Optimization exercise on an open flow, not production practice. RTL: at most simulated, not proved equivalent. Function not checked: runs 4 to 9. Clock network not from TritonCTS: run 9. The clock port is an ideal driver here. Power: default activity.

$ cat run.sh
#!/bin/bash
# synth_recipe.tcl (not shown) runs the flow's synth.tcl, then flattens the netlist and writes it again
# the make line also repeats each setting of config.mk as NAME=value (left out here)
make -C /OpenROAD-flow-scripts/flow DESIGN_CONFIG=/design/flow/config.mk WORK_HOME=/design/flow/orfs CLKGATE_MAP_FILE= SYNTH_SCRIPT=/design/flow/synth_recipe.tcl finish
$ cat constraint.sdc
create_clock -name core_clock -period 4.0 [get_ports {clk}]
set_input_delay 0.8000 -clock core_clock [delete_from_list [all_inputs] [get_ports {clk}]]
set_output_delay 0.8000 -clock core_clock [all_outputs]
set_load 0.01 [all_outputs]
$ cat design.v
module lab7(X,Y,z,clk,reset,start,done);
input [15:0]X;
input [15:0]Y;
output [47:0]z;
input clk,reset;
input start;
output reg done;
reg [15:0] a;
reg [15:0] b;
always @(posedge clk)
begin
	if (start)
	begin
		a <= X;
		b <= Y;
	end
	done <= start & ~reset;
end
genvar i, j;
generate
	for (i = 0; i < 4; i = i + 1) begin : row
		for (j = 0; j < 4; j = j + 1) begin : col
			assign z[3*(4*i+j) +: 3] = {2'b00, a[4*i+0] & b[4*0+j]}
			                         + {2'b00, a[4*i+1] & b[4*1+j]}
			                         + {2'b00, a[4*i+2] & b[4*2+j]}
			                         + {2'b00, a[4*i+3] & b[4*3+j]};
		end
	end
endgenerate
endmodule
$ cat config.mk
export PLATFORM = sky130hd
export DESIGN_NAME = lab7
export DESIGN_NICKNAME = lab7
export VERILOG_FILES = /design/flow/design.v
export SDC_FILE = /design/flow/constraint.sdc
export NUM_CORES = 4
export LEC_CHECK = 0
export CAP_MARGIN = 20
export CORE_MARGIN = 2
export CORE_UTILIZATION = 40
export SLEW_MARGIN = 20
==> summary.md, run 1 <==
| Metric | Value |
|---|---|
| Outcome | timing/DRC/antenna clean |
| HP Start | reset |
| Largest net degree at the start of global routing | 32 |
| M1 GR Usage | 25.33% |
| Worst-path cell chain | and2_1 > fa_1 > ha_1 > ha_1 > clkdlybuf4s50_1 |
| Cells after Synth | 170 |
| Drc violations | 0 |
| Core area | 5107 sq um |
| Global-route wire length before repair | 8.473 mm |
| GR Layer Usage met2 | 32.30% |
| Worst vdd ir | 0.2247 mV |
| Net Count, Synth | 253 |
| Pwr Density | 383.0 nW/um^2 |
| Fin Setup TNS | 0 ns |
| Post-synthesis mux area share | 0% |
| Final net count | 344 |
| GRT Total Usage | 19.07% |
| Crit path top cell by count | ha_1 |
| Tcrit/Tclk final | 81.83% |
| CP peak stage delay | 0.52 ns |
| Vias | 1535 |
| Post-DP Area | 3034 sq um |
| Simple-gate share of the synthesized area | 15.01% |
| Initial antenna violation count | 0 |
| Met3 GRT Util | 4.265% |
| Drt pass-1 iters | 4 |
| PortBufs | 83 |
| Clock sink count | 33 |
| Wirelength per Cell | 15.30 um |
| Seq/Total Area, Yosys | 46.53% |
| Depth of the CTS H-tree | 2 |
| Clock Tree Buf Depth | 2 |
| Hpwl dp | 4.170 mm |
| Min Clock Period, post-route | 3.273 ns |
| Area of the multi-input gates | 1037 sq um |
| Die Area | 5868 sq um |
| Main combinational cell family by area after synthesis | adder cells |
| Initial DRC Count | 100 |
| Layout area overhead | 50.27% |
| Slew margin rel. | 72.61% |
| Slowest stage cell, crit path | clkdlybuf4s50_1 |
| XOR/XNOR share of the synthesized area | 0% |
| Syn Area/Cell | 12.40 sq um |
| Initial core utilization | 41.28% |
| CP Launch Point | b[1]$_DFFE_PP_ |
| Pleak | 1.439 nW |
| Worst Hold Class | in2reg |
| Io pins | 84 |
| Fillers | 457 |
| Clock transition at path regs | 0.07 ns |
| Crit-path max FO | 4 |
| Worst-Margin Slew | 0.4108 ns |
| CP required | 3.20 ns |
| Finished Cell Area | 3168 sq um |
| Die width | 76.60 um |
| Final Max Slew Viols | 0 |
| Most frequent cells in the layout | 83 x clkdlybuf4s50_1, 36 x nand2_1, 32 x ha_1, 32 x edfxtp_1, 28 x and2_1 |
| YS warnings | 1 |
| Post-CTS Setup Bufs | 0 |
| Synth Area in Adders | 34.18% |
| Startpoint types | flip-flop |
| Final setup viols | 0 |
| Flops & latches, synth | 33 |
| Chip height | 76.60 um |
| CTS buffer count | 5 |
| Layout cell share with drive strength beyond 1 | 3.435% |
| RSZ-0062 raised after global routing | false |
| Data arrival, critical path | 2.47 ns |
| Proportion of netlist area held by the largest area contributor | 45.58% |
| FMAX | 305.5 MHz |
| CTS tree | done |
| Post-Route WL | 5.079 mm |
| Placer Congestion | 0.7784 |
| # resized after CTS | 0 |
| Dominant cell type by area after synthesis | edfxtp_1 |
| Final setup margin | 0.7268 ns |
| Final Hold Vio Count | 0 |
| Storage cell area | 980.9 sq um |
| Vias/cell | 4.623 |
| Grt total ovfl | 0 |
| Root Buffer Master | clkbuf_8 |
| Final ANT Viol Nets | 0 |
| Max-cap violation count | 0 |
| Place WS | 1.016 ns |
| Post-CTS Hold Buffers | 0 |
| Number of global-route vias before repair | 1651 |
| Commonest non-fill, non-tap cell in the layout | clkdlybuf4s50_1 |
| Hold_ws | 1.052 ns |
| Diode count | 0 |
| Top cells by area, synth | edfxtp_1 46%, ha_1 19%, fa_1 15%, and2_1 8.3%, nand2_1 6.4% |
| Top Usage Layer GRT | met2 |
| Compound-Gate Fraction of Synth Area | 0% |
| Mapped cell area | 2108 sq um |
| Row cnt | 26 |
| WS Path Type | reg2out |
| Synth cell types | 8 |
| Crit path capture type | output pin |
[Yosys cell counts]
library cell,number
edfxtp_1,32
ha_1,32
inv_1,24
fa_1,16
nand2_1,36
and2_1,28
dfxtp_1,1
nor2b_1,1
[flip-flops by register name (all words and copies together), names as in the netlist]
name and flops:
b 16, done 1, a 16
[critical path: cells and delay by family, from the launching register on]
family	cells	cell delay [ns]
adders and majority gates	3	0.95
buffers and inverters	1	0.52
DFF	1	0.49
and+or+nand+nor	1	0.23
[layer usage]
| metal | vias up | wire (um) |
|---|---|---|
| met2 | 56 | 2508 |
| li1 | 731 | - |
| met5 | - | 0 |
| met1 | 746 | 2298 |
| met4 | 0 | 11 |
| met3 | 2 | 260 |
[final timing paths]
| kind | end | slack [ns] | depth (start not counted) |
|---|---|---|---|
| worst max-delay path | z[40] | 0.73 | 5 |
| worst min-delay path | done$_DFF_P_ | 1.05 | 2 |
[report_power, final]
group | switching [mW] | leakage [nW] | internal (mW)
clock | 0.125 | 0.0681 | 0.248
combinational | 0.168 | 1.05 | 0.232
sequential | 0.0300 | 0.322 | 0.411
total | 0.323 | 1.44 | 0.890
[through the flow]
step	utilization [%]	cells	power, mW
finish	62.03	332	1.213
global route	62.03	332	1.291
CTS	62.03	332	1.232
detailed placement	59.41	324	0.8521
global placement	59.41	324	0.8511
floorplan	-	170	0.6236
[final cells by class]
cell class / instances / share of cell area, %
well taps: 70 / 2.765
repair buffers: 84 / 26.46
clock inverters: 3 / 2.054
clock buffers: 5 / 2.172
multi-input cells: 113 / 32.74
flip-flops and latches: 33 / 30.96
inverters: 24 / 2.844
[cells by family (layout without fill, tap and decap cells)]
logic type               after synthesis  after routing
buffers and inverters                 24            116
adder cells (fa/ha/maj)               48             48
flip-flops                            33             33
AND/OR/NAND/NOR                       65             65
Testbench counts, summed over its fixed seeds: cycles 2,400.
==> inputs of run 2 (changes only) <==
--- a/config.mk
+++ b/config.mk
@@ -8,4 +8,5 @@
 export CAP_MARGIN = 20
 export CORE_MARGIN = 2
 export CORE_UTILIZATION = 40
+export SETUP_SLACK_MARGIN = 1.5
 export SLEW_MARGIN = 20
==> run 2 against run 1 <==
  * Sequential share of layout area is 5.5 points lower
  * Hold slack got worse by 0.0030 ns
  * Clock power hardly changed
  * Still clean on timing, DRC and antenna
  * Area after synthesis did not move
  * Die area did not move
==> summary.md, run 2 <==
| Metric | Value |
|---|---|
| Final setup viols | 0 |
| Vias/cell | 4.729 |
| Startpoint types | flip-flop |
| Post-CTS Hold Buffers | 0 |
| XOR/XNOR share of the synthesized area | 0% |
| Tcrit/Tclk final | 70.78% |
| Die Area | 5868 sq um |
| Clock transition at path regs | 0.07 ns |
| Met3 GRT Util | 4.502% |
| Post-synthesis mux area share | 0% |
| Drt pass-1 iters | 6 |
| Syn Area/Cell | 12.40 sq um |
| Final net count | 359 |
| Fin Setup TNS | 0 ns |
| Fin util | 75.31% |
| Final Max Slew Viols | 0 |
| Compound-Gate Fraction of Synth Area | 0% |
| Diode count | 0 |
| Largest net degree at the start of global routing | 32 |
| Worst-Margin Slew | 0.4178 ns |
| Seq/Total Area, Yosys | 46.53% |
| Global-route wire length before repair | 9.259 mm |
| Worst Hold Class | in2reg |
| Slew margin rel. | 72.14% |
| Cells after Synth | 170 |
| Ys flop type | edfxtp_1 |
| Clock Tree Buf Depth | 2 |
| Chip height | 76.60 um |
| FMAX | 353.2 MHz |
| RSZ-0062 raised after global routing | true |
| Flops & latches, synth | 33 |
| Vias | 1641 |
| CTS tree | done |
| Initial DRC Count | 83 |
| Outcome | timing/DRC/antenna clean |
| PortBufs | 83 |
| Crit-path max FO | 4 |
| Proportion of netlist area held by the largest area contributor | 45.58% |
| Largest registers | a: 16 flops, b: 16 flops, done: 1 flops |
| Pwr Density | 365.2 nW/um^2 |
| Hpwl dp | 4.170 mm |
| Depth of the CTS H-tree | 2 |
| Hold Path Stages | 2 |
| Die width | 76.60 um |
| Grt total ovfl | 0 |
| Fillers | 348 |
| Min Clock Period, post-route | 2.831 ns |
| Logic pwr share | 41.6% |
| GRT Total Usage | 20.93% |
| Main combinational cell family by area after synthesis | adder cells |
| CP required | 3.20 ns |
| Synth Area in Adders | 34.18% |
| Dominant cell type by area after synthesis | edfxtp_1 |
| Simple-gate share of the synthesized area | 15.01% |
| CTS buffer count | 5 |
| Post-Route WL | 5.712 mm |
| Net Count, Synth | 253 |
| Top post-synthesis cells by count | 36 x nand2_1, 32 x edfxtp_1, 32 x ha_1 |
| Hold path endpoint | done$_DFF_P_ |
| Switching Share | 28.64% |
| Most frequent cells in the layout | 54 x buf_6, 35 x clkdlybuf4s50_1, 32 x ha_4, 32 x edfxtp_1 |
| Clock sink count | 33 |
| Synth cell types | 8 |
| Initial antenna violation count | 0 |
| Final Hold Vio Count | 0 |
| Root Buffer Master | clkbuf_8 |
| P_sw | 0.4023 mW |
| GR Layer Usage met2 | 36.64% |
| Overall Power | 1.405 mW |
| Clock power frac | 26.7% |
| Core area | 5107 sq um |
| YS warnings | 1 |
| Sequential power share | 31.7% |
| Layout cell share with drive strength beyond 1 | 52.71% |
| Drc violations | 0 |
| Row cnt | 26 |
| P_int | 1.002 mW |
| Commonest non-fill, non-tap cell in the layout | buf_6 |
| Pleak | 1.614 nW |
| Final ANT Viol Nets | 0 |
| Initial core utilization | 41.28% |
| M1 GR Usage | 26.58% |
| Io pins | 84 |
| Wirelength per Cell | 16.46 um |
| Max-cap violation count | 0 |
| Worst vdd ir | 0.2397 mV |
| Placer Congestion | 0.7784 |
| Mapped cell area | 2108 sq um |
| Top Usage Layer GRT | met2 |
| WS Path Type | reg2out |
| Top cells by area, synth | edfxtp_1 46%, ha_1 19%, fa_1 15%, and2_1 8.3%, nand2_1 6.4% |
| Number of global-route vias before repair | 1814 |
| Crit path capture type | output pin |
| Most common cell in the synthesized netlist | nand2_1 |
| Post-synth EDFFs | 32 |
| Post-synth ARST share | 0% |
| HP Start | reset |
| Layout area overhead | 82.43% |
| Data arrival, critical path | 2.03 ns |
[run 2: how the worst max path moves through the flow]
stage	start	cells after the start	end	slack, ns
final	b[5]$_DFFE_PP_	7	z[28]	1.17
after CTS	b[5]$_DFFE_PP_	7	z[28]	1.17
after global routing	b[0]$_DFFE_PP_	7	z[13]	1.11
after detailed placement	b[1]$_DFFE_PP_	6	z[28]	1.02
after floorplan	a[0]$_DFFE_PP_	4	z[10]	1.64
after global placement	b[1]$_DFFE_PP_	5	z[40]	1.03
[run 2: through the flow]
| stage | instance area, sq um | worst slack [ns] | hold slack (ns) | instances |
|---|---|---|---|---|
| 6_report | 3846 | 1.169 | 1.049 | 347 |
| 5_1_grt | 3846 | 1.109 | 1.065 | 347 |
| 4_1_cts | 3796 | 1.167 | 1.042 | 344 |
| 3_5_place_dp | 3034 | 1.016 | 1.337 | 324 |
| 3_3_place_gp | 3034 | 1.029 | 1.331 | 324 |
| 2_1_floorplan | 2108 | 1.644 | 0.8716 | 170 |
[run 2: logic make-up after synthesis]
family,count (synthesis)
adders and majority gates,48
buffers and inverters,24
DFF,33
and+or+nand+nor,65
[run 2: area by class of cell]
cell class / instances / area [sq um] / area share (%)
multi-input cells: 113 / 1523 / 39.59
repair buffers: 99 / 1031 / 26.81
flip-flops and latches: 33 / 980.9 / 25.50
inverters: 24 / 90.09 / 2.342
well taps: 70 / 87.58 / 2.277
clock buffers: 5 / 68.82 / 1.789
clock inverters: 3 / 65.06 / 1.692
[run 2: power groups by stage]
stage / registers [mW] / clock network, mW / logic (mW)
floorplan: 0.434 / 0 / 0.189
detailed placement: 0.449 / 0 / 0.403
global placement: 0.448 / 0 / 0.403
CTS: 0.444 / 0.382 / 0.572
global route: 0.450 / 0.402 / 0.633
finish: 0.446 / 0.375 / 0.584
[run 2: timing repair]
item	in CTS	in global routing
setup buffers	12	3
gates cloned	0	0
endpoints found under the setup margin	48	48
gates resized for setup	331	9
endpoints found under the hold margin	0	0
pin swaps	63	18
[run 2: metal layers]
metal | part of all wire (%) | vias to the layer above
li1 | - | 762
met3 | 5.2 | 6
met1 | 42 | 808
met2 | 51 | 65
met5 | 0 | -
met4 | 1.3 | 0
[run 2: worst max-delay path: stages (launching register included)]
cell and delay [ns]:
edfxtp_1 0.45, buf_6 0.14, nand2_4 0.04, fa_1 0.56, inv_2 0.05, ha_4 0.16
ha_4 0.25, buf_6 0.09
==> inputs of run 3 (changes only) <==
==> flow/run.sh (new file) <==
#!/bin/bash
# Standard layout, but with small buffers on the ports instead of the
# delay buffer that buffer_ports picks by default.
set -euo pipefail
export BUFFER_PORTS_ARGS="-buffer_cell sky130_fd_sc_hd__buf_1"
bash standard.sh > standard_flow.log 2>&1
==> standard.sh (new file) <==
#!/bin/bash
# synth_recipe.tcl (not shown) runs the flow's synth.tcl, then flattens the netlist and writes it again
# the make line also repeats each setting of config.mk as NAME=value (left out here)
make -C /OpenROAD-flow-scripts/flow DESIGN_CONFIG=/design/flow/config.mk WORK_HOME=/design/flow/orfs CLKGATE_MAP_FILE= SYNTH_SCRIPT=/design/flow/synth_recipe.tcl "${@:-finish}"
--- a/config.mk
+++ b/config.mk
@@ -8,5 +8,4 @@
 export CAP_MARGIN = 20
 export CORE_MARGIN = 2
 export CORE_UTILIZATION = 40
-export SETUP_SLACK_MARGIN = 1.5
 export SLEW_MARGIN = 20
removed: run.sh
==> run 3 against run 2 <==
  * Synthesized cell count did not move
  * Critical path depth fell by 2
  * Power fell by 28%
  * Flip-flop and latch count did not move
  * Sequential power fell by 1%
  * Via count fell by 11%
  * Global-route usage fell by 3.8 points
  * Sequential share of layout area rose by 12 points
  * First-iteration DRC count fell by 39%
  * Setup slack got worse by 0.049 ns
  * Area after synthesis did not move
  * Utilization fell by 24 points
==> summary.md, run 3 <==
| Metric | Value |
|---|---|
| XOR/XNOR share of the synthesized area | 0% |
| Met3 GRT Util | 3.318% |
| Main combinational cell family by area after synthesis | adder cells |
| Top cells by area, synth | edfxtp_1 46%, ha_1 19%, fa_1 15%, and2_1 8.3%, nand2_1 6.4% |
| Hold path endpoint | done$_DFF_P_ |
| Pleak | 1.211 nW |
| Die Area | 5868 sq um |
| Drt pass-1 iters | 4 |
| Drc violations | 0 |
| Sequential power share | 43.9% |
| Fin util | 51.27% |
| Wirelength per Cell | 13.77 um |
| GR Layer Usage met2 | 28.58% |
| Layout cell share with drive strength beyond 1 | 3.065% |
| Overall Power | 1.005 mW |
| Core area | 5107 sq um |
| PortBufs | 83 |
| Initial antenna violation count | 0 |
| Clock power frac | 29.5% |
| CTS tree | done |
| Post-synth EDFFs | 32 |
| Vias | 1455 |
| Final ANT Viol Nets | 0 |
| Die width | 76.60 um |
| Crit-path max FO | 4 |
| Clock sink count | 33 |
| Most common cell in the synthesized netlist | nand2_1 |
| Global-route wire length before repair | 7.541 mm |
| CTS buffer count | 5 |
| Final setup viols | 0 |
| Pwr Density | 383.7 nW/um^2 |
| Root Buffer Master | clkbuf_8 |
| GRT Total Usage | 17.12% |
| M1 GR Usage | 22.31% |
| Simple-gate share of the synthesized area | 15.01% |
| Post-Route WL | 4.557 mm |
| Post-CTS Setup Bufs | 0 |
| Net Count, Synth | 253 |
| Flops & latches, synth | 33 |
| Placed Cells incl. Taps | 324 |
| Io pins | 84 |
| Crit path capture type | output pin |
| Top Usage Layer GRT | met2 |
| Hold Path Stages | 2 |
| Compound-Gate Fraction of Synth Area | 0% |
| Grt total ovfl | 0 |
| Max-cap violation count | 0 |
| Clock transition at path regs | 0.06 ns |
| Final net count | 344 |
| Mapped cell area | 2108 sq um |
| Largest registers | a: 16 flops, b: 16 flops, done: 1 flops |
| Synth Area in Adders | 34.18% |
| Syn Area/Cell | 12.40 sq um |
| # resized after CTS | 0 |
| Outcome | timing/DRC/antenna clean |
| Vias/cell | 4.396 |
| FMAX | 347.2 MHz |
| Worst-Margin Slew | 0.4035 ns |
| Depth of the CTS H-tree | 2 |
| Final Hold Vio Count | 0 |
| Final Max Slew Viols | 0 |
| Fin Setup TNS | 0 ns |
| Logic pwr share | 26.6% |
| Row cnt | 26 |
| Synth cell types | 8 |
| Clock Tree Buf Depth | 2 |
| Post-synthesis mux area share | 0% |
| Diode count | 0 |
| Switching Share | 30.61% |
| Top post-synthesis cells by count | 36 x nand2_1, 32 x edfxtp_1, 32 x ha_1 |
| Tcrit/Tclk final | 72.01% |
| Min Clock Period, post-route | 2.881 ns |
| Ys flop type | edfxtp_1 |
| Cells after Synth | 170 |
| Most frequent cells in the layout | 83 x buf_1, 36 x nand2_1, 32 x ha_1, 32 x edfxtp_1, 28 x and2_1 |
| Number of global-route vias before repair | 1538 |
| Data arrival, critical path | 2.08 ns |
| HP Start | reset |
| Seq/Total Area, Yosys | 46.53% |
| Initial core utilization | 41.28% |
| Chip height | 76.60 um |
| Layout area overhead | 24.21% |
| WS Path Type | reg2out |
| Proportion of netlist area held by the largest area contributor | 45.58% |
| YS warnings | 1 |
| Worst vdd ir | 0.2430 mV |
| Hold_ws | 0.6589 ns |
| Commonest non-fill, non-tap cell in the layout | buf_1 |
| Dominant cell type by area after synthesis | edfxtp_1 |
| Post-CTS Hold Buffers | 0 |
| Startpoint types | flip-flop |
| Slew margin rel. | 73.10% |
| Post-route insts no fill | 331 |
| Largest net degree at the start of global routing | 33 |
| P_int | 0.6971 mW |
| P_sw | 0.3076 mW |
| Post-synth ARST share | 0% |
| Initial DRC Count | 51 |
| Hpwl dp | 3.706 mm |
| CP required | 3.20 ns |
| Placer Congestion | 0.7339 |
| RSZ-0062 raised after global routing | false |
| Worst Hold Class | in2reg |
[run 3: changes by cell type in the layout (fill, tap and decap cells not counted), sizes merged]
cell / delta
bufinv: -1
clkdlybuf4s50: -35
buf: +20
[run 3: worst max path at each step]
stage | start | to | slack, ns | cells past startpoint
6_report | b[1]$_DFFE_PP_ | z[40] | 1.12 | 5
5_1_grt | b[3]$_DFFE_PP_ | z[22] | 1.03 | 6
2_1_floorplan | a[0]$_DFFE_PP_ | z[10] | 1.64 | 4
3_5_place_dp | b[1]$_DFFE_PP_ | z[40] | 1.40 | 5
3_3_place_gp | b[1]$_DFFE_PP_ | z[40] | 1.42 | 5
4_1_cts | b[1]$_DFFE_PP_ | z[40] | 1.09 | 5
[run 3: cells by family (layout without fill, tap and decap cells)]
| kind of cell | after synthesis | in the layout |
|---|---|---|
| buffers and inverters | 24 | 115 |
| flip-flops | 33 | 33 |
| AND/OR/NAND/NOR | 65 | 65 |
| adder cells (fa/ha/maj) | 48 | 48 |
[run 3: power groups by stage]
stage          Sequential, mW  Combinational (mW)  Clock [mW]
2_1_floorplan           0.434               0.189           0
3_3_place_gp            0.448               0.273           0
3_5_place_dp            0.448               0.270           0
4_1_cts                 0.441               0.274       0.303
5_1_grt                 0.446               0.314       0.317
6_report                0.441               0.268       0.296
[run 3: layout make-up]
class	instances	area, sq um
clock buffers	5	68.82
clock inverters	2	35.03
fillers	496	2489
inverters	24	90.09
multi-input cells	113	1037
flip-flops and latches	33	980.9
well taps	70	87.58
repair buffers	84	319.1
[run 3: critical path, stage by stage, from the launching register on]
cell	delay [ns]
edfxtp_1	0.48
and2_1	0.22
fa_1	0.48
ha_1	0.21
ha_1	0.26
buf_1	0.14
[run 3: stage by stage]
step           cell area (sq um)  setup slack (ns)
3_5_place_dp                2515             1.404
3_3_place_gp                2515             1.418
6_report                    2619             1.119
2_1_floorplan               2108             1.644
5_1_grt                     2619             1.033
4_1_cts                     2619             1.092
[run 3: routing by layer]
metal / vias to the layer above / routed length (um)
met5: - / 0
met4: 0 / 70
met3: 6 / 304
met2: 60 / 2165
met1: 658 / 2017
li1: 731 / -
==> inputs of run 4 (changes only) <==
==> design.v (replaced) <==
module lab7(X,Y,z,clk,reset,start,done);
input [15:0]X;
input [15:0]Y;
output [47:0]z;
input clk,reset;
input start;
output reg done;
reg [15:0] a;
reg [15:0] b;
always @(posedge clk)
begin
	if (start)
	begin
		a <= X;
		b <= Y;
	end
	done <= start & ~reset;
end
genvar i, j;
generate
	for (i = 0; i < 4; i = i + 1) begin : row
		for (j = 0; j < 4; j = j + 1) begin : col
			wire a0 = a[4*i+0], a1 = a[4*i+1], a2 = a[4*i+2], a3 = a[4*i+3];
			wire b0 = b[j], b1 = b[4+j], b2 = b[8+j], b3 = b[12+j];
			wire u    = ~(a0 & b0 & a1 & b1);
			wire v    = ~(a2 & b2 & a3 & b3);
			wire no01 = ~((a0 & b0) | (a1 & b1));
			wire no23 = ~((a2 & b2) | (a3 & b3));
			wire x01  = ~no01 & u;
			wire x23  = ~no23 & v;
			wire w    = ~((no01 | no23) & u & v);
			assign z[3*(4*i+j)+0] = x01 ^ x23;
			assign z[3*(4*i+j)+1] = (u | v) & w;
			assign z[3*(4*i+j)+2] = ~(u | v);
		end
	end
endgenerate
endmodule
==> run 4 against run 3 <==
  * Clock-buffer cell count is 2 higher
  * Maximum frequency up 18%
  * Routed wire length up 28%
  * Critical path type unchanged
  * Cell area increased by 5.4%
  * Clock power is 7.8% lower
  * Power up 3.9%
  * Flip-flop and latch count stayed put
  * Still clean
==> summary.md, run 4 <==
| Metric | Value |
|---|---|
| Io pins | 84 |
| Post-Route WL | 5.854 mm |
| YS warnings | 1 |
| Drc violations | 0 |
| Final net count | 366 |
| Final ANT Viol Nets | 0 |
| RSZ-0062 raised after global routing | false |
| Max-cap violation count | 0 |
| Hpwl dp | 4.589 mm |
| Most frequent cells in the layout | 82 x buf_1, 63 x nand2_1, 32 x xnor2_1, 32 x edfxtp_1, 23 x nand4_1 |
| Area of the multi-input gates | 1274 sq um |
| Fillers | 558 |
| Slew margin rel. | 45.83% |
| Post-synth ARST share | 0% |
| Crit path capture type | output pin |
| CP peak stage delay | 0.51 ns |
| Grt total ovfl | 0 |
| Most common cell in the synthesized netlist | nand2_1 |
| Drt pass-1 iters | 4 |
| Flops & latches, synth | 33 |
| Outcome | timing/DRC/antenna clean |
| GRT Total Usage | 18.96% |
| Vias/cell | 5.220 |
| Clock Tree Buf Depth | 2 |
| Cell family with most CP delay | simple AND/OR/NAND/NOR gates |
| Core area | 5540 sq um |
| Data arrival, critical path | 1.64 ns |
| Dominant cell type by area after synthesis | edfxtp_1 |
| Layout cell share with drive strength beyond 1 | 3.614% |
| Cells after Synth | 253 |
| Final Hold Vio Count | 0 |
| Initial core utilization | 41.78% |
| CTS buffer count | 5 |
| Number of global-route vias before repair | 1974 |
| Post-CTS Setup Bufs | 0 |
| Chip height | 80.07 um |
| Worst-path cell chain | nand2_1 > or3_1 > and3_1 > buf_1 |
| Diode count | 0 |
| Proportion of netlist area held by the largest area contributor | 41.51% |
| Final setup viols | 0 |
| Pleak | 0.9361 nW |
| Placer Congestion | 0.7724 |
| Post-CTS Hold Buffers | 0 |
| FMAX | 410.6 MHz |
| Largest net degree at the start of global routing | 34 |
| Mapped cell area | 2315 sq um |
| Initial antenna violation count | 0 |
| Worst vdd ir | 0.2849 mV |
| PortBufs | 83 |
| Overall Power | 1.043 mW |
| Syn Area/Cell | 9.149 sq um |
| CP required | 3.20 ns |
| Top post-synthesis cells by count | 63 x nand2_1, 32 x edfxtp_1, 32 x xnor2_1 |
| Worst Hold Class | in2reg |
| Initial DRC Count | 121 |
| Synth cell types | 18 |
| Top cells by area, synth | edfxtp_1 42%, xnor2_1 12%, nand2_1 10%, nand4_1 6.2%, xor2_1 6.1% |
| Worst-Margin Slew | 0.8126 ns |
| Layout area overhead | 19.19% |
| Depth of the CTS H-tree | 2 |
| Global-route wire length before repair | 9.370 mm |
| WP buf/inv | 1 |
| Post-synth EDFFs | 32 |
| Fin Setup TNS | 0 ns |
| Crit-path max FO | 7 |
| Clock transition at path regs | 0.07 ns |
| WS Path Type | reg2out |
| Vias | 2109 |
| Largest registers | a: 16 flops, b: 16 flops, done: 1 flops |
| Startpoint types | flip-flop |
| CTS tree | done |
| Pwr Density | 378.2 nW/um^2 |
| Min Clock Period, post-route | 2.436 ns |
| Die width | 80.07 um |
| Row cnt | 27 |
| Fin util | 49.80% |
| Tcrit/Tclk final | 60.89% |
| Clock sink count | 33 |
| Final Max Slew Viols | 0 |
| Die Area | 6411 sq um |
| Place WS | 1.855 ns |
| Final setup margin | 1.564 ns |
| Root Buffer Master | clkbuf_8 |
| Seq/Total Area, Yosys | 42.38% |
| Storage cell area | 980.9 sq um |
| Ys flop type | edfxtp_1 |
| Wirelength per Cell | 14.49 um |
| Net Count, Synth | 288 |
| Slowest stage cell, crit path | edfxtp_1 |
| # resized after CTS | 0 |
| Commonest non-fill, non-tap cell in the layout | buf_1 |
-- run 4: cell count changes in the layout (fill, tap and decap cells not counted), sizes merged, moves of 8 or more --
cell,previous run,this run
ha,32,0
xnor2,0,32
and2,28,0
nand2,36,64
inv,24,0
nand4,0,23
o211ai,0,17
fa,16,0
xor2,0,16
nand3,0,15
and3,0,8
and3b,0,8
nor2,0,8
or3,0,8
-- run 4: cell type report --
class	count	area share, %
clock buffer	7	3.492
clock inverter	1	0.1814
multi-input combinational	208	46.17
sequential	33	35.56
tap	72	3.265
timing repair buffer	83	11.34
-- run 4: power breakdown --
part	total [mW]	switching [mW]	internal (mW)	leakage, nW
clock	0.273	0.118	0.155	0.0542
sequential	0.467	0.0546	0.412	0.322
combinational	0.303	0.175	0.129	0.560
total	1.04	0.347	0.696	0.936
-- run 4: cells by family after synthesis --
family / synth area share [%]
AND/OR/NAND/NOR: 31.35
XOR/XNOR: 18.16
flip-flops: 42.38
AO/OA/AOI/OAI: 5.513
buffers and inverters: 2.595
-- run 4: per-stage QoR --
stage          cell area (sq um)  std cells  hold WS [ns]
3_5_place_dp                2658        396        0.9554
3_3_place_gp                2658        396        0.9539
5_1_grt                     2759        404        0.6656
2_1_floorplan               2315        253        0.8716
4_1_cts                     2759        404        0.6603
6_report                    2759        404        0.6653
-- run 4: metal layers --
metal / vias up / share of wire [%] / global-route usage, %
li1: 1071 / - / -
met1: 950 / 44 / 25.20
met2: 81 / 48 / 30.75
met3: 7 / 7.0 / 3.483
met4: 0 / 1.7 / 7.119
met5: - / 0 / 0
-- run 4: final timing paths --
kind / from / endpoint / slack, ns / cells after the start
worst max-delay path: b[13]$_DFFE_PP_ / z[40] / 1.56 / 4
worst min-delay path: reset / done$_DFF_P_ / 0.67 / 2
==> inputs of run 5 (changes only) <==
--- a/config.mk
+++ b/config.mk
@@ -8,4 +8,5 @@
 export CAP_MARGIN = 20
 export CORE_MARGIN = 2
 export CORE_UTILIZATION = 40
+export SETUP_SLACK_MARGIN = 1.0
 export SLEW_MARGIN = 20
==> run 5 against run 4 <==
  * Hold slack is the same
  * Cell area is the same
  * Maximum frequency stayed put
  * Sequential power barely moved
  * Routed wire length did not move
  * Area after synthesis unchanged
  * Critical path type unchanged
  * Critical endpoint unchanged
==> summary.md, run 5 <==
| Metric | Value |
|---|---|
| Tcrit/Tclk final | 60.89% |
| GRT Total Usage | 18.96% |
| Hpwl dp | 4.589 mm |
| Slowest stage cell, crit path | edfxtp_1 |
| Commonest non-fill, non-tap cell in the layout | buf_1 |
| Die width | 80.07 um |
| Sequential power share | 44.7% |
| Die Area | 6411 sq um |
| Most common cell in the synthesized netlist | nand2_1 |
| Wirelength per Cell | 14.49 um |
| Dominant cell type by area after synthesis | edfxtp_1 |
| Flops & latches, synth | 33 |
| Drc violations | 0 |
| Cells after Synth | 253 |
| Initial core utilization | 41.78% |
| Pwr Density | 378.2 nW/um^2 |
| CTS tree | done |
| Most frequent cells in the layout | 82 x buf_1, 63 x nand2_1, 32 x xnor2_1, 32 x edfxtp_1, 23 x nand4_1 |
| RSZ-0062 raised after global routing | false |
| Vias | 2109 |
| Post-DP Area | 2658 sq um |
| Layout area overhead | 19.19% |
| Top post-synthesis cells by count | 63 x nand2_1, 32 x edfxtp_1, 32 x xnor2_1 |
| Final Hold Vio Count | 0 |
| Final ANT Viol Nets | 0 |
| Worst vdd ir | 0.2849 mV |
| Top cells by area, synth | edfxtp_1 42%, xnor2_1 12%, nand2_1 10%, nand4_1 6.2%, xor2_1 6.1% |
| Ys flop type | edfxtp_1 |
| P_int | 0.6960 mW |
| Post-CTS Setup Bufs | 0 |
| Clock Tree Buf Depth | 2 |
| Worst Hold Class | in2reg |
| P_sw | 0.3474 mW |
| Net Count, Synth | 288 |
| CTS buffer count | 5 |
| Pleak | 0.9361 nW |
| Post-Route WL | 5.854 mm |
| Layout cell share with drive strength beyond 1 | 3.614% |
| CP peak stage delay | 0.51 ns |
| FMAX | 410.6 MHz |
| Slew margin rel. | 45.83% |
| Finished Cell Area | 2759 sq um |
| Seq/Total Area, Yosys | 42.38% |
| Row cnt | 27 |
| Clock sink count | 33 |
| Post-synthesis mux area share | 0% |
| Number of global-route vias before repair | 1974 |
| Root Buffer Master | clkbuf_8 |
| Initial antenna violation count | 0 |
| Placer Congestion | 0.7724 |
| Outcome | timing/DRC/antenna clean |
| Post-route insts no fill | 404 |
| Vias/cell | 5.220 |
| Logic pwr share | 29.1% |
| Placed Cells incl. Taps | 396 |
| Clock power frac | 26.2% |
| WP buf/inv | 1 |
| Min Clock Period, post-route | 2.436 ns |
| Worst-path cell chain | nand2_1 > or3_1 > and3_1 > buf_1 |
| Post-synth ARST share | 0% |
| Largest registers | a: 16 flops, b: 16 flops, done: 1 flops |
| Mapped cell area | 2315 sq um |
| CP required | 3.20 ns |
| Chip height | 80.07 um |
| Grt total ovfl | 0 |
| Global-route wire length before repair | 9.370 mm |
| YS warnings | 1 |
| Cell family with most CP delay | simple AND/OR/NAND/NOR gates |
| XOR/XNOR share of the synthesized area | 18.16% |
| Core area | 5540 sq um |
| Final net count | 366 |
| Synth Area in Adders | 0% |
| Main combinational cell family by area after synthesis | simple AND/OR/NAND/NOR gates |
| # resized after CTS | 0 |
| Io pins | 84 |
| Crit path capture type | output pin |
| Largest net degree at the start of global routing | 34 |
| Final setup viols | 0 |
| Syn Area/Cell | 9.149 sq um |
| Post-synth EDFFs | 32 |
| Synth cell types | 18 |
| PortBufs | 83 |
| Drt pass-1 iters | 4 |
| Switching Share | 33.30% |
| Worst-Margin Slew | 0.8126 ns |
| Initial DRC Count | 121 |
| Data arrival, critical path | 1.64 ns |
| Crit-path max FO | 7 |
| Fin Setup TNS | 0 ns |
| Overall Power | 1.043 mW |
| Depth of the CTS H-tree | 2 |
| WS Path Type | reg2out |
| Startpoint types | flip-flop |
| Diode count | 0 |
| Max-cap violation count | 0 |
| Post-CTS Hold Buffers | 0 |
| Final Max Slew Viols | 0 |
| Simple-gate share of the synthesized area | 31.35% |
| Proportion of netlist area held by the largest area contributor | 41.51% |
| Clock transition at path regs | 0.07 ns |
| Compound-Gate Fraction of Synth Area | 5.514% |
[run 5: cell counts in the layout (fill, tap and decap cells not counted)]
Identical to the previous run, type by type.
[run 5: per-stage QoR]
step / hold WS [ns] / utilization, % / setup slack, ns
global route: 0.6656 / 49.80 / 1.452
detailed placement: 0.9554 / 47.97 / 1.855
floorplan: 0.8716 / - / 2.011
finish: 0.6653 / 49.80 / 1.564
global placement: 0.9539 / 47.97 / 1.863
CTS: 0.6603 / 49.80 / 1.553
[run 5: area by class of cell]
class                           instances  area, sq um
Timing Repair Buffer                   83        312.8
Clock buffer                            7        96.34
Clock inverter                          1        5.005
Sequential cell                        33        980.9
Tap cell                               72        90.09
Multi-Input combinational cell        208         1274
Fill cell                             558         2781
[run 5: cell families (layout without fill, tap and decap cells)]
group,after synthesis,count (layout)
compound gates,17,17
xor+xnor,48,48
buf+inv,12,91
flops,33,33
simple gates,143,143
[run 5: per-layer routing]
| metal | up-vias | GRT usage (%) | part of all wire, % |
|---|---|---|---|
| met2 | 81 | 30.75 | 48 |
| met3 | 7 | 3.483 | 7.0 |
| met1 | 950 | 25.20 | 44 |
| met5 | - | 0 | 0 |
| li1 | 1071 | - | - |
| met4 | 0 | 7.119 | 1.7 |
[run 5: power groups by stage]
stage | registers [mW] | logic, mW | clock network [mW]
4_1_cts | 0.465 | 0.308 | 0.279
3_5_place_dp | 0.473 | 0.307 | 0
6_report | 0.467 | 0.303 | 0.273
3_3_place_gp | 0.472 | 0.304 | 0
5_1_grt | 0.471 | 0.338 | 0.293
2_1_floorplan | 0.437 | 0.236 | 0
[run 5: worst paths after layout]
path,start,endpoint,slack [ns],depth (start not counted)
setup / recovery,b[13]$_DFFE_PP_,z[40],1.56,4
hold / removal,reset,done$_DFF_P_,0.67,2
==> inputs of run 6 (changes only) <==
--- a/config.mk
+++ b/config.mk
@@ -8,5 +8,6 @@
 export CAP_MARGIN = 20
 export CORE_MARGIN = 2
 export CORE_UTILIZATION = 40
-export SETUP_SLACK_MARGIN = 1.0
+export CTS_CLUSTER_DIAMETER = 500
+export CTS_CLUSTER_SIZE = 40
 export SLEW_MARGIN = 20
==> run 6 against run 5 <==
  * Still clean
  * Combinational power about the same
  * Hold slack stayed put
  * First-iteration DRC count unchanged
  * Synthesized cell count stayed put
  * Clock-buffer cell count unchanged
  * Power did not move
  * Maximum frequency stayed put
  * Global-route usage unchanged
  * Utilization unchanged
  * Critical path type unchanged
==> summary.md, run 6 <==
| Metric | Value |
|---|---|
| Outcome | timing/DRC/antenna clean |
| P_sw | 0.3474 mW |
| Syn Area/Cell | 9.149 sq um |
| CTS buffer count | 5 |
| Global-route wire length before repair | 9.370 mm |
| Sequential power share | 44.7% |
| Row cnt | 27 |
| Post-CTS Setup Bufs | 0 |
| Tcrit/Tclk final | 60.89% |
| Fin util | 49.80% |
| Commonest non-fill, non-tap cell in the layout | buf_1 |
| Drc violations | 0 |
| Clock Tree Buf Depth | 2 |
| Dominant cell type by area after synthesis | edfxtp_1 |
| Flops & latches, synth | 33 |
| FMAX | 410.6 MHz |
| Data arrival, critical path | 1.64 ns |
| Worst-Margin Slew | 0.8126 ns |
| Pleak | 0.9361 nW |
| CP required | 3.20 ns |
| Net Count, Synth | 288 |
| Die Area | 6411 sq um |
| Synth cell types | 18 |
| Layout area overhead | 19.19% |
| Diode count | 0 |
| Final ANT Viol Nets | 0 |
| Post-synth EDFFs | 32 |
| Drt pass-1 iters | 4 |
| Seq/Total Area, Yosys | 42.38% |
| Largest registers | a: 16 flops, b: 16 flops, done: 1 flops |
| Final Max Slew Viols | 0 |
| GRT Total Usage | 18.96% |
| Wirelength per Cell | 14.49 um |
| Cells after Synth | 253 |
| Mapped cell area | 2315 sq um |
| Chip height | 80.07 um |
| Startpoint types | flip-flop |
| Initial core utilization | 41.78% |
| Final setup margin | 1.564 ns |
| Post-CTS Hold Buffers | 0 |
| Grt total ovfl | 0 |
| RSZ-0062 raised after global routing | false |
| PortBufs | 83 |
| Final net count | 366 |
| CTS tree | done |
| Most frequent cells in the layout | 82 x buf_1, 63 x nand2_1, 32 x xnor2_1, 32 x edfxtp_1, 23 x nand4_1 |
| Min Clock Period, post-route | 2.436 ns |
| Slew margin rel. | 45.83% |
| Root Buffer Master | clkbuf_8 |
| Layout cell share with drive strength beyond 1 | 3.614% |
| Die width | 80.07 um |
| Logic pwr share | 29.1% |
| Crit-path max FO | 7 |
| Max-cap violation count | 0 |
| Vias/cell | 5.220 |
| Ys flop type | edfxtp_1 |
| Worst Hold Class | in2reg |
| Pwr Density | 378.2 nW/um^2 |
| Number of global-route vias before repair | 1974 |
| Depth of the CTS H-tree | 2 |
| Switching Share | 33.30% |
| Top post-synthesis cells by count | 63 x nand2_1, 32 x edfxtp_1, 32 x xnor2_1 |
| Final Hold Vio Count | 0 |
| Initial antenna violation count | 0 |
| Post-Route WL | 5.854 mm |
| Hpwl dp | 4.589 mm |
| Clock power frac | 26.2% |
| Proportion of netlist area held by the largest area contributor | 41.51% |
| Clock sink count | 33 |
| Top cells by area, synth | edfxtp_1 42%, xnor2_1 12%, nand2_1 10%, nand4_1 6.2%, xor2_1 6.1% |
| Crit path capture type | output pin |
| YS warnings | 1 |
| Core area | 5540 sq um |
| Most common cell in the synthesized netlist | nand2_1 |
| Io pins | 84 |
| Worst vdd ir | 0.2849 mV |
| Fin Setup TNS | 0 ns |
| Place WS | 1.855 ns |
| Post-synth ARST share | 0% |
| Final setup viols | 0 |
| Clock transition at path regs | 0.07 ns |
| P_int | 0.6960 mW |
| # resized after CTS | 0 |
| WS Path Type | reg2out |
| Largest net degree at the start of global routing | 34 |
| Placer Congestion | 0.7724 |
| Vias | 2109 |
| Initial DRC Count | 121 |
## run 6: cell counts in the layout (fill, tap and decap cells not counted)
Identical to the previous run, type by type.
## run 6: stage by stage
step	instance area (sq um)	power, mW	hold WS, ns	std cells
2_1_floorplan	2315	0.6734	0.8716	253
3_3_place_gp	2658	0.7763	0.9539	396
3_5_place_dp	2658	0.7798	0.9554	396
4_1_cts	2759	1.053	0.6603	404
5_1_grt	2759	1.102	0.6656	404
6_report	2759	1.043	0.6653	404
## run 6: cells by family after synthesis
| logic type | count (synthesis) | synth area share (%) |
|---|---|---|
| flops | 33 | 42.38 |
| simple gates | 143 | 31.35 |
| buf+inv | 12 | 2.595 |
| xor+xnor | 48 | 18.16 |
| compound gates | 17 | 5.513 |
## run 6: power by group through the flow
stage | combinational [mW] | sequential, mW | clock (mW)
final | 0.303 | 0.467 | 0.273
after global routing | 0.338 | 0.471 | 0.293
after CTS | 0.308 | 0.465 | 0.279
after detailed placement | 0.307 | 0.473 | 0
after global placement | 0.304 | 0.472 | 0
after floorplan | 0.236 | 0.437 | 0
## run 6: critical path, stage by stage (launching register included)
cell      delay (ns)
edfxtp_1        0.51
nand2_1         0.16
or3_1           0.36
and3_1          0.19
buf_1           0.12
## run 6: path summary, 6_finish.rpt
path             from            to  slack [ns]  cells past startpoint
min             reset  done$_DFF_P_        0.67                      2
max   b[13]$_DFFE_PP_         z[40]        1.56                      4
## run 6: routing by layer
metal  vias up  share of wire (%)  track usage [%]
met5         -                  0                0
met4         0                1.7            7.119
met3         7                7.0            3.483
met2        81                 48            30.75
met1       950                 44            25.20
li1       1071                  -                -
## run 6: layout make-up
cell class	count	area (sq um)
clock buffer	7	96.34
clock inverter	1	5.005
fill	558	2781
multi-input combinational	208	1274
sequential	33	980.9
tap	72	90.09
timing repair buffer	83	312.8
==> inputs of run 7 (changes only) <==
--- a/config.mk
+++ b/config.mk
@@ -8,6 +8,5 @@
 export CAP_MARGIN = 20
 export CORE_MARGIN = 2
 export CORE_UTILIZATION = 40
-export CTS_CLUSTER_DIAMETER = 500
-export CTS_CLUSTER_SIZE = 40
+export SETUP_SLACK_MARGIN = 2.0
 export SLEW_MARGIN = 20
==> run 7 against run 6 <==
  * Still clean
  * Sequential share of layout area shrank 10 points
  * First-iteration DRC count is 53% higher
  * Final cell count is 20% higher
  * Synthesized cell count stayed put
  * Flip-flop and latch count is the same
  * Die area unchanged
  * Critical path depth is 2 higher
  * Utilization increased by 20 points
  * Critical path type unchanged
  * Critical endpoint is now z[19]
  * Largest cell class unchanged
==> summary.md, run 7 <==
| Metric | Value |
|---|---|
| Post-synth EDFFs | 32 |
| P_int | 0.8159 mW |
| CP peak stage delay | 0.37 ns |
| Net Count, Synth | 288 |
| Min Clock Period, post-route | 2.439 ns |
| Placer Congestion | 0.7724 |
| Fin Setup TNS | 0 ns |
| Flops & latches, synth | 33 |
| Initial core utilization | 41.78% |
| Layout cell share with drive strength beyond 1 | 48.43% |
| Layout area overhead | 67.62% |
| Pleak | 1.637 nW |
| Switching Share | 33.80% |
| Max-cap violation count | 0 |
| Diode count | 0 |
| CTS tree | done |
| Wirelength per Cell | 15.93 um |
| Slew margin rel. | 45.77% |
| Largest registers | a: 16 flops, b: 16 flops, done: 1 flops |
| Largest net degree at the start of global routing | 34 |
| Number of global-route vias before repair | 2323 |
| Worst-path cell chain | buf_4 > buf_6 > nand4_1 > nor3_2 > and3b_1 > buf_2 |
| Top cells by area, synth | edfxtp_1 42%, xnor2_1 12%, nand2_1 10%, nand4_1 6.2%, xor2_1 6.1% |
| Cells after Synth | 253 |
| Ys flop type | edfxtp_1 |
| Overall Power | 1.232 mW |
| Place WS | 1.855 ns |
| Mapped cell area | 2315 sq um |
| Hold_ws | 0.6613 ns |
| CP required | 3.20 ns |
| Die width | 80.07 um |
| Hold Path Stages | 2 |
| Data arrival, critical path | 1.64 ns |
| Top post-synthesis cells by count | 63 x nand2_1, 32 x edfxtp_1, 32 x xnor2_1 |
| Sequential power share | 36.4% |
| Vias/cell | 5.353 |
| Crit path capture type | output pin |
| Worst Hold Class | in2reg |
| Post-DP Area | 2658 sq um |
| Final setup margin | 1.561 ns |
| Final net count | 447 |
| Post-synth ARST share | 0% |
| Post-Route WL | 7.725 mm |
| Clock sink count | 33 |
| Fin util | 70.03% |
| Crit-path max FO | 2 |
| Worst vdd ir | 0.2563 mV |
| Depth of the CTS H-tree | 2 |
| Root Buffer Master | clkbuf_8 |
| Core area | 5540 sq um |
| Pwr Density | 317.7 nW/um^2 |
| Drc violations | 0 |
| Synth cell types | 18 |
| Most common cell in the synthesized netlist | nand2_1 |
| PortBufs | 83 |
| Vias | 2596 |
| FMAX | 410.0 MHz |
| Final setup viols | 0 |
| Drt pass-1 iters | 4 |
| Clock Tree Buf Depth | 2 |
| YS warnings | 1 |
| Most frequent cells in the layout | 58 x buf_4, 40 x buf_1, 32 x edfxtp_1, 31 x buf_2 |
| RSZ-0062 raised after global routing | true |
| Worst-Margin Slew | 0.8135 ns |
| Post-route insts no fill | 485 |
| Commonest non-fill, non-tap cell in the layout | buf_4 |
| Grt total ovfl | 0 |
| Post-CTS Hold Buffers | 0 |
| CTS buffer count | 5 |
| Proportion of netlist area held by the largest area contributor | 41.51% |
| GRT Total Usage | 21.95% |
| Tcrit/Tclk final | 60.97% |
| Chip height | 80.07 um |
| Row cnt | 27 |
| Seq/Total Area, Yosys | 42.38% |
| Outcome | timing/DRC/antenna clean |
| Global-route wire length before repair | 10.84 mm |
| Syn Area/Cell | 9.149 sq um |
| Startpoint types | flip-flop |
| Clock transition at path regs | 0.07 ns |
| Io pins | 84 |
| Logic pwr share | 40.9% |
| Fillers | 414 |
| Final ANT Viol Nets | 0 |
| Final Max Slew Viols | 0 |
| Placed Cells incl. Taps | 396 |
| WS Path Type | reg2out |
| Dominant cell type by area after synthesis | edfxtp_1 |
| Die Area | 6411 sq um |
| Clock power frac | 22.7% |
| Initial DRC Count | 185 |
| Initial antenna violation count | 0 |
| Slowest stage cell, crit path | edfxtp_1 |
| Finished Cell Area | 3880 sq um |
| Final Hold Vio Count | 0 |
| P_sw | 0.4166 mW |
| Hpwl dp | 4.589 mm |
-- run 7: per-layer routing --
| layer | wire length [um] | track usage [%] |
|---|---|---|
| met1 | 2984 | 27.51 |
| met2 | 3962 | 37.42 |
| met3 | 557 | 4.157 |
| met4 | 221 | 8.305 |
| met5 | 0 | 0 |
-- run 7: worst paths after layout --
path,startpoint,to,slack [ns]
worst max-delay path,b[14]$_DFFE_PP_,z[19],1.56
worst min-delay path,reset,done$_DFF_P_,0.66
-- run 7: cell type report --
cell class                 instances  area, sq um  area share (%)
multi-input combinational        208         1610           41.50
timing repair buffer             164         1097           28.28
sequential                        33        980.9           25.28
clock buffer                       7        96.34           2.483
tap                               72        90.09           2.322
clock inverter                     1        5.005          0.1290
-- run 7: repair_timing --
action / 4_1_cts / 5_1_grt
buffers inserted: 54 / 27
pin swaps: 44 / 40
setup endpoints to repair: 48 / 48
resized for setup: 99 / 60
-- run 7: power groups by stage --
stage	registers [mW]	clock network, mW	logic [mW]
final	0.449	0.280	0.504
after CTS	0.449	0.279	0.428
after global routing	0.450	0.302	0.542
after detailed placement	0.473	0	0.307
after floorplan	0.437	0	0.236
after global placement	0.472	0	0.304
-- run 7: cell families after synthesis --
family,count (synthesis),synth area share (%)
and+or+nand+nor,143,31.35
xor gates and xnor gates,48,18.16
DFF,33,42.38
buffers and inverters,12,2.595
AOI/OAI and AO/OA,17,5.513
-- run 7: worst max-delay path, delay by kind of cell, from the launching register on --
family	cells	cell delay (ns)
simple gates	3	0.60
buf+inv	3	0.38
flops	1	0.37
==> inputs of run 8 (changes only) <==
==> design.v (replaced) <==
module lab7(X,Y,z,clk,reset,start,done);
input [15:0]X;
input [15:0]Y;
output [47:0]z;
input clk,reset;
input start;
output reg done;
reg [15:0] a;
reg [15:0] b;
always @(posedge clk)
begin
	if (start)
	begin
		a <= X;
		b <= Y;
	end
	done <= start & ~reset;
end
genvar i, j;
generate
	for (i = 0; i < 4; i = i + 1) begin : row
		for (j = 0; j < 4; j = j + 1) begin : col
			wire a0 = a[4*i+0], a1 = a[4*i+1], a2 = a[4*i+2], a3 = a[4*i+3];
			wire b0 = b[j], b1 = b[4+j], b2 = b[8+j], b3 = b[12+j];
			wire u, v, no01, no23, x01, x23, w;
			lab7_nand4  g_u    (.a(a0), .b(b0), .c(a1), .d(b1), .y(u));
			lab7_nand4  g_v    (.a(a2), .b(b2), .c(a3), .d(b3), .y(v));
			lab7_a22oi  g_no01 (.a1(a0), .a2(b0), .b1(a1), .b2(b1), .y(no01));
			lab7_a22oi  g_no23 (.a1(a2), .a2(b2), .b1(a3), .b2(b3), .y(no23));
			lab7_nor2b  g_x01  (.a(no01), .bn(u), .y(x01));
			lab7_nor2b  g_x23  (.a(no23), .bn(v), .y(x23));
			lab7_o211ai g_w    (.a1(no01), .a2(no23), .b1(u), .c1(v), .y(w));
			lab7_xor2   g_s0   (.a(x01), .b(x23), .y(z[3*(4*i+j)+0]));
			lab7_o21a   g_s1   (.a1(u), .a2(v), .b1(w), .y(z[3*(4*i+j)+1]));
			lab7_nor2   g_s2   (.a(u), .b(v), .y(z[3*(4*i+j)+2]));
		end
	end
endgenerate
endmodule
module lab7_nand4(a, b, c, d, y);
input a, b, c, d;
output y;
assign y = ~(a & b & c & d);
endmodule
module lab7_a22oi(a1, a2, b1, b2, y);
input a1, a2, b1, b2;
output y;
assign y = ~((a1 & a2) | (b1 & b2));
endmodule
module lab7_nor2b(a, bn, y);
input a, bn;
output y;
assign y = ~a & bn;
endmodule
module lab7_o211ai(a1, a2, b1, c1, y);
input a1, a2, b1, c1;
output y;
assign y = ~((a1 | a2) & b1 & c1);
endmodule
module lab7_xor2(a, b, y);
input a, b;
output y;
assign y = a ^ b;
endmodule
module lab7_o21a(a1, a2, b1, y);
input a1, a2, b1;
output y;
assign y = (a1 | a2) & b1;
endmodule
module lab7_nor2(a, b, y);
input a, b;
output y;
assign y = ~(a | b);
endmodule
--- a/config.mk
+++ b/config.mk
@@ -8,5 +8,6 @@
 export CAP_MARGIN = 20
 export CORE_MARGIN = 2
 export CORE_UTILIZATION = 40
-export SETUP_SLACK_MARGIN = 2.0
 export SLEW_MARGIN = 20
+export SYNTH_HIERARCHICAL = 1
+export SYNTH_MINIMUM_KEEP_SIZE = 0
==> run 8 against run 7 <==
  * Largest cell class unchanged
  * Clock power rose by 35%
  * Cell area is 20% lower
  * Highest routed layer unchanged
  * Critical path depth shrank 2
  * Sequential share of layout area increased by 6.3 points
  * Critical path type unchanged
  * Critical endpoint is now z[33]
  * Global-route usage fell by 5.9 points
==> summary.md, run 8 <==
| Metric | Value |
|---|---|
| Outcome | timing/DRC/antenna clean |
| Synth cell types | 9 |
| Final setup viols | 0 |
| Most frequent cells in the layout | 82 x buf_1, 33 x nor2b_4, 32 x a22oi_2, 32 x nand4_1, 32 x edfxtp_1 |
| Final setup margin | 1.492 ns |
| Crit-path max FO | 8 |
| GRT Total Usage | 16.00% |
| Worst-path cell chain | nand4_1 > nor2b_4 > xor2_1 > buf_1 |
| Vias/cell | 5.453 |
| Place WS | 1.817 ns |
| Pwr Density | 385.7 nW/um^2 |
| Global-route wire length before repair | 9.149 mm |
| Clock Tree Buf Depth | 2 |
| Pleak | 1.206 nW |
| Drt pass-1 iters | 4 |
| Largest net degree at the start of global routing | 34 |
| Slew margin rel. | 44.97% |
| Syn Area/Cell | 13.18 sq um |
| Ys flop type | edfxtp_1 |
| Depth of the CTS H-tree | 2 |
| Worst-Margin Slew | 0.8254 ns |
| Data arrival, critical path | 1.71 ns |
| Root Buffer Master | clkbuf_8 |
| Layout cell share with drive strength beyond 1 | 31.58% |
| Wirelength per Cell | 15.80 um |
| CP required | 3.20 ns |
| Net Count, Synth | 229 |
| Chip height | 83.94 um |
| Tcrit/Tclk final | 62.70% |
| Startpoint types | flip-flop |
| Mapped cell area | 2556 sq um |
| Hold path endpoint | a[9]$_DFFE_PP_ |
| Post-Route WL | 5.719 mm |
| Top cells by area, synth | edfxtp_1 38%, nor2b_4 18%, a22oi_2 16%, nand4_1 7.8%, o211ai_2 7.8% |
| Post-synth EDFFs | 32 |
| Min Clock Period, post-route | 2.508 ns |
| Die Area | 7046 sq um |
| Slowest stage cell, crit path | edfxtp_1 |
| Layout area overhead | 21.39% |
| WS Path Type | reg2out |
| Largest registers | a: 16 flops, b: 16 flops, done: 1 flops |
| Core area | 6277 sq um |
| Top post-synthesis cells by count | 33 x nor2b_4, 32 x a22oi_2, 32 x edfxtp_1, 32 x nand4_1 |
| Placer Congestion | 0.7608 |
| Post-CTS Hold Buffers | 0 |
| Commonest non-fill, non-tap cell in the layout | buf_1 |
| Final Max Slew Viols | 0 |
| YS warnings | 7 |
| RSZ-0062 raised after global routing | false |
| Hpwl dp | 4.373 mm |
| Clock transition at path regs | 0.07 ns |
| Dominant cell type by area after synthesis | edfxtp_1 |
| Initial core utilization | 40.72% |
| Fillers | 614 |
| Final Hold Vio Count | 0 |
| Post-synth ARST share | 0% |
| Hold_ws | 0.6750 ns |
| Clock sink count | 33 |
| Grt total ovfl | 0 |
| Vias | 1974 |
| Max-cap violation count | 0 |
| Proportion of netlist area held by the largest area contributor | 37.59% |
| # resized after CTS | 0 |
| Most common cell in the synthesized netlist | nor2b_4 |
| Row cnt | 29 |
| Drc violations | 0 |
| Initial antenna violation count | 0 |
| Storage cell area | 980.9 sq um |
| FMAX | 398.7 MHz |
| Flops & latches, synth | 33 |
| CTS tree | done |
| CTS buffer count | 5 |
| Hold Path Stages | 1 |
| Number of global-route vias before repair | 1919 |
| HP Start | X[9] |
| Post-CTS Setup Bufs | 0 |
| Initial DRC Count | 47 |
| Final net count | 319 |
| CP peak stage delay | 0.59 ns |
| Cells after Synth | 194 |
| Crit path capture type | output pin |
| Worst vdd ir | 0.3097 mV |
| Die width | 83.94 um |
| Final ANT Viol Nets | 0 |
| Diode count | 0 |
| Worst Hold Class | in2reg |
| Io pins | 84 |
| Seq/Total Area, Yosys | 38.37% |
| PortBufs | 83 |
| Area of the multi-input gates | 1575 sq um |
| Fin Setup TNS | 0 ns |
==> run 8: worst max-delay path by stage <==
stage	start	end	slack (ns)	cells past startpoint
4_1_cts	b[11]$_DFFE_PP_	z[45]	1.49	4
2_1_floorplan	a[2]$_DFFE_PP_	z[0]	2.10	3
3_3_place_gp	b[11]$_DFFE_PP_	z[33]	1.83	4
3_5_place_dp	b[11]$_DFFE_PP_	z[45]	1.82	4
5_1_grt	a[6]$_DFFE_PP_	z[12]	1.40	4
6_report	b[15]$_DFFE_PP_	z[33]	1.49	4
==> run 8: final cells by class <==
type	count	share of cell area [%]
clock inverters	3	2.218
flip-flops and latches	33	31.61
multi-input cells	161	50.77
clock buffers	5	2.218
repair buffers	83	10.08
well taps	77	3.105
==> run 8: logic make-up after synthesis <==
| kind of cell | count (synthesis) | synth area share [%] |
|---|---|---|
| simple gates | 81 | 27.95 |
| compound gates | 64 | 28.19 |
| xor+xnor | 16 | 5.482 |
| flops | 33 | 38.37 |
==> run 8: worst max-delay path, delay by kind of cell, from the launching register on <==
kind	cells	cell delay, ns
buf+inv	1	0.16
simple gates	2	0.51
xor+xnor	1	0.15
flops	1	0.59
==> run 8: through the flow <==
stage / power [mW] / area, sq um / util, % / cells
after floorplan: 0.7240 / 2556 / - / 194
after global placement: 0.8245 / 2965 / 47.24 / 354
after detailed placement: 0.8282 / 2965 / 47.24 / 354
after CTS: 1.209 / 3103 / 49.43 / 362
after global routing: 1.255 / 3103 / 49.43 / 362
final: 1.197 / 3103 / 49.43 / 362
==> run 8: Yosys stat by module (local to each module, per instance), excerpt <==
module | flops+latches | cell area (sq um)
lab7 | 33 | 994.7
lab7_nor2b | 0 | 13.76
lab7_a22oi | 0 | 12.51
lab7_xor2 | 0 | 8.758
lab7_o21a | 0 | 7.507
lab7_nand4 | 0 | 6.256
==> run 8: power breakdown <==
part           internal [mW]  leakage [nW]  switching, mW
combinational          0.161         0.816          0.169
clock                  0.251        0.0687          0.128
sequential             0.412         0.322         0.0762
==> run 8: metal layers <==
metal / global-route usage (%) / routed length, um
met2: 27.35 / 2806
met1: 20.92 / 2595
met3: 2.868 / 279
met4: 4.106 / 38
met5: 0 / 0
==> inputs of run 9 (changes only) <==
==> design.v (replaced) <==
module lab7(X,Y,z,clk,reset,start,done);
input [15:0]X;
input [15:0]Y;
output [47:0]z;
input clk,reset;
input start;
output reg done;
reg [15:0] a;
reg [15:0] b;
always @(posedge clk)
begin
	if (start)
	begin
		a <= X;
		b <= Y;
	end
	done <= start & ~reset;
end
genvar i, j;
generate
	for (i = 0; i < 4; i = i + 1) begin : row
		for (j = 0; j < 4; j = j + 1) begin : col
			wire a0 = a[4*i+0], a1 = a[4*i+1], a2 = a[4*i+2], a3 = a[4*i+3];
			wire b0 = b[j], b1 = b[4+j], b2 = b[8+j], b3 = b[12+j];
			wire u    = ~(a0 & b0 & a1 & b1);
			wire v    = ~(a2 & b2 & a3 & b3);
			wire no01 = ~((a0 & b0) | (a1 & b1));
			wire no23 = ~((a2 & b2) | (a3 & b3));
			wire x01  = ~no01 & u;
			wire x23  = ~no23 & v;
			wire w    = ~((no01 | no23) & u & v);
			assign z[3*(4*i+j)+0] = x01 ^ x23;
			assign z[3*(4*i+j)+1] = (u | v) & w;
			assign z[3*(4*i+j)+2] = ~(u | v);
		end
	end
endgenerate
endmodule
==> flow/run.sh (replaced) <==
#!/bin/bash
# The standard layout (bash standard.sh) with two changes:
#  - the ports get buf_1 buffers instead of the delay buffer buffer_ports picks by default;
#  - the clock tree is a single strong buffer driving every flip-flop (see pre_cts.tcl),
#    instead of TritonCTS's two-level tree.
set -euo pipefail
here="$(pwd)"
export BUFFER_PORTS_ARGS="-buffer_cell sky130_fd_sc_hd__buf_1"
export PRE_CTS_TCL="$here/flow/pre_cts.tcl"
bash standard.sh > "$here/standard_flow.log" 2>&1
==> flow/pre_cts.tcl (new file) <==
# Sourced by ORFS's cts.tcl before clock_tree_synthesis. The design has only a few
# dozen flip-flops, so one strong buffer drives all of them: clk -> buffer -> every
# flip-flop clock pin. This replaces clock_tree_synthesis for this step; the rest of
# cts.tcl (placement legalisation, timing repair) runs as usual.
proc single_buffer_clock { buf_master_name } {
  set block [ord::get_db_block]
  set db [ord::get_db]
  set master [$db findMaster $buf_master_name]
  set clk_net [$block findNet clk]
  set sinks {}
  set sx 0
  set sy 0
  foreach it [$clk_net getITerms] {
    lappend sinks $it
    set bb [[$it getInst] getBBox]
    set sx [expr {$sx + ([$bb xMin] + [$bb xMax]) / 2}]
    set sy [expr {$sy + ([$bb yMin] + [$bb yMax]) / 2}]
  }
  set n [llength $sinks]
  set buf [odb::dbInst_create $block $master clkbuf_root]
  set new_net [odb::dbNet_create $block clknet_root]
  $new_net setSigType CLOCK
  $clk_net setSigType CLOCK
  foreach it $sinks {
    $it disconnect
    $it connect $new_net
  }
  [$buf findITerm A] connect $clk_net
  [$buf findITerm X] connect $new_net
  $buf setLocation [expr {$sx / $n}] [expr {$sy / $n}]
  $buf setPlacementStatus PLACED
  puts "single_buffer_clock: $n clock sinks driven by one $buf_master_name"
}

rename clock_tree_synthesis orfs_clock_tree_synthesis
proc clock_tree_synthesis { args } {
  single_buffer_clock sky130_fd_sc_hd__buf_16
  set_propagated_clock [all_clocks]
}
--- a/config.mk
+++ b/config.mk
@@ -9,5 +9,3 @@
 export CORE_MARGIN = 2
 export CORE_UTILIZATION = 40
 export SLEW_MARGIN = 20
-export SYNTH_HIERARCHICAL = 1
-export SYNTH_MINIMUM_KEEP_SIZE = 0
==> run 9 against run 8 <==
  * Clock power down 63%
  * Combinational power down 8.2%
  * Largest cell class unchanged
  * Flip-flop and latch count unchanged
  * Utilization down 0.97 points
  * Routed wire length up 0.86%
  * First-iteration DRC count up 110%
  * Maximum frequency up 6.7%
  * Cell area down 13%
  * Hold slack better by 0.11 ns
  * Via count up 6.6%
  * Sequential share of layout area up 4.9 points
  * Synthesized cell count up 30%
==> summary.md, run 9 <==
| Metric | Value |
|---|---|
| Initial DRC Count | 100 |
| Pleak | 0.8945 nW |
| Final setup viols | 0 |
| Crit-path max FO | 8 |
| Largest net degree at the start of global routing | 34 |
| Number of global-route vias before repair | 1952 |
| WP buf/inv | 1 |
| Slew margin rel. | 45.30% |
| Cells after Synth | 253 |
| Top Usage Layer GRT | met2 |
| Ys flop type | edfxtp_1 |
| Worst-Margin Slew | 0.8206 ns |
| Syn Area/Cell | 9.149 sq um |
| GR Layer Usage met2 | 30.67% |
| Wirelength per Cell | 14.53 um |
| # resized after CTS | 0 |
| CP required | 3.20 ns |
| Synth cell types | 18 |
| Hold Path Stages | 2 |
| Fin Setup TNS | 0 ns |
| Post-Route WL | 5.768 mm |
| Data arrival, critical path | 1.55 ns |
| Die width | 80.07 um |
| Cell family with most CP delay | simple AND/OR/NAND/NOR gates |
| Flops & latches, synth | 33 |
| Final ANT Viol Nets | 0 |
| GRT Total Usage | 17.94% |
| Drc violations | 0 |
| Outcome | timing/DRC/antenna clean |
| Startpoint types | flip-flop |
| Dominant cell type by area after synthesis | edfxtp_1 |
| Met3 GRT Util | 1.461% |
| RSZ-0062 raised after global routing | false |
| Layout area overhead | 16.00% |
| Global-route wire length before repair | 9.301 mm |
| Final net count | 362 |
| Post-synth ARST share | 0% |
| Post-CTS Hold Buffers | 0 |
| Vias/cell | 5.302 |
| Slowest stage cell, crit path | edfxtp_1 |
| Crit path capture type | output pin |
| Worst vdd ir | 0.2088 mV |
| Proportion of netlist area held by the largest area contributor | 41.51% |
| Most frequent cells in the layout | 82 x buf_1, 63 x nand2_1, 32 x xnor2_1, 32 x edfxtp_1, 23 x nand4_1 |
| Initial antenna violation count | 0 |
| Clock transition at path regs | 0.12 ns |
| WS Path Type | reg2out |
| Pwr Density | 338.1 nW/um^2 |
| Post-synth EDFFs | 32 |
| Net Count, Synth | 288 |
| Core area | 5540 sq um |
| PortBufs | 83 |
| Initial core utilization | 41.78% |
| Diode count | 0 |
| YS warnings | 1 |
| Drt pass-1 iters | 4 |
| Final Hold Vio Count | 0 |
| Hpwl dp | 4.589 mm |
| M1 GR Usage | 25.41% |
| Min Clock Period, post-route | 2.351 ns |
| Tcrit/Tclk final | 58.78% |
| Vias | 2105 |
| Placer Congestion | 0.7724 |
| Worst Hold Class | in2reg |
| Io pins | 84 |
| Seq/Total Area, Yosys | 42.38% |
| Final Max Slew Viols | 0 |
| Grt total ovfl | 0 |
| Largest registers | a: 16 flops, b: 16 flops, done: 1 flops |
| CP peak stage delay | 0.55 ns |
| Layout cell share with drive strength beyond 1 | 1.538% |
| Most common cell in the synthesized netlist | nand2_1 |
| Hold path endpoint | done$_DFF_P_ |
| Mapped cell area | 2315 sq um |
| FMAX | 425.3 MHz |
| Row cnt | 27 |
| Commonest non-fill, non-tap cell in the layout | buf_1 |
| Top cells by area, synth | edfxtp_1 42%, xnor2_1 12%, nand2_1 10%, nand4_1 6.2%, xor2_1 6.1% |
| Chip height | 80.07 um |
| Post-CTS Setup Bufs | 0 |
| Max-cap violation count | 0 |
| Die Area | 6411 sq um |
| HP Start | reset |
| Top post-synthesis cells by count | 63 x nand2_1, 32 x edfxtp_1, 32 x xnor2_1 |
| Worst-path cell chain | nand2_1 > or3_1 > and3_1 > buf_1 |
| Hold_ws | 0.7846 ns |
| Fillers | 568 |
[run 9: cell types whose count changed after synthesis, moves of 8 or more]
cell / previous run / this run
nand2_1: 0 / 63
buf_2: 0 / 12
a22oi_2: 32 / 0
xnor2_1: 0 / 32
o21a_1: 16 / 0
nand3_1: 0 / 15
nand4_1: 32 / 23
nor2_1: 16 / 8
or3_1: 0 / 8
and3_1: 0 / 8
o211ai_2: 16 / 0
o211ai_1: 0 / 17
nor2b_4: 33 / 0
[run 9: worst max path at each step]
stage	cells past startpoint	endpoint	startpoint
after floorplan	4	z[37]	a[13]$_DFFE_PP_
after global placement	4	z[40]	b[13]$_DFFE_PP_
after detailed placement	4	z[46]	b[15]$_DFFE_PP_
after CTS	4	z[46]	b[15]$_DFFE_PP_
after global routing	4	z[40]	b[5]$_DFFE_PP_
final	4	z[46]	b[15]$_DFFE_PP_
[run 9: final cells by class]
| cell class | count | area (sq um) | share of cell area [%] |
|---|---|---|---|
| Buffer | 1 | 27.53 | 1.025 |
| Multi-Input combinational cell | 208 | 1274 | 47.44 |
| Sequential cell | 33 | 980.9 | 36.53 |
| Tap cell | 72 | 90.09 | 3.355 |
| Timing Repair Buffer | 83 | 312.8 | 11.65 |
[run 9: power by group]
group | leakage (nW) | internal (mW) | switching (mW)
Sequential | 0.322 | 0.411 | 0.0547
Combinational | 0.560 | 0.129 | 0.174
Clock | 0.0127 | 0.0571 | 0.0817
[run 9: per-stage QoR]
stage               std cells  utilization, %  setup slack, ns  cell area [sq um]  power [mW]
CTS                       397           48.46            1.656               2685      0.9197
floorplan                 253               -            2.011               2315      0.6734
detailed placement        396           47.97            1.855               2658      0.7798
finish                    397           48.46            1.649               2685      0.9079
global placement          396           47.97            1.863               2658      0.7763
global route              397           48.46            1.555               2685      0.9684
[run 9: cell families (layout without fill, tap and decap cells)]
group | after synthesis | count (layout) | synth area share, %
flops | 33 | 33 | 42.38
xor+xnor | 48 | 48 | 18.16
simple gates | 143 | 143 | 31.35
buf+inv | 12 | 84 | 2.595
compound gates | 17 | 17 | 5.513
[run 9: metal layers]
layer / vias up / part of all wire (%)
met4: 0 / 1.0
met5: - / 0
met3: 4 / 7.0
met2: 84 / 48
li1: 1061 / -
met1: 956 / 44
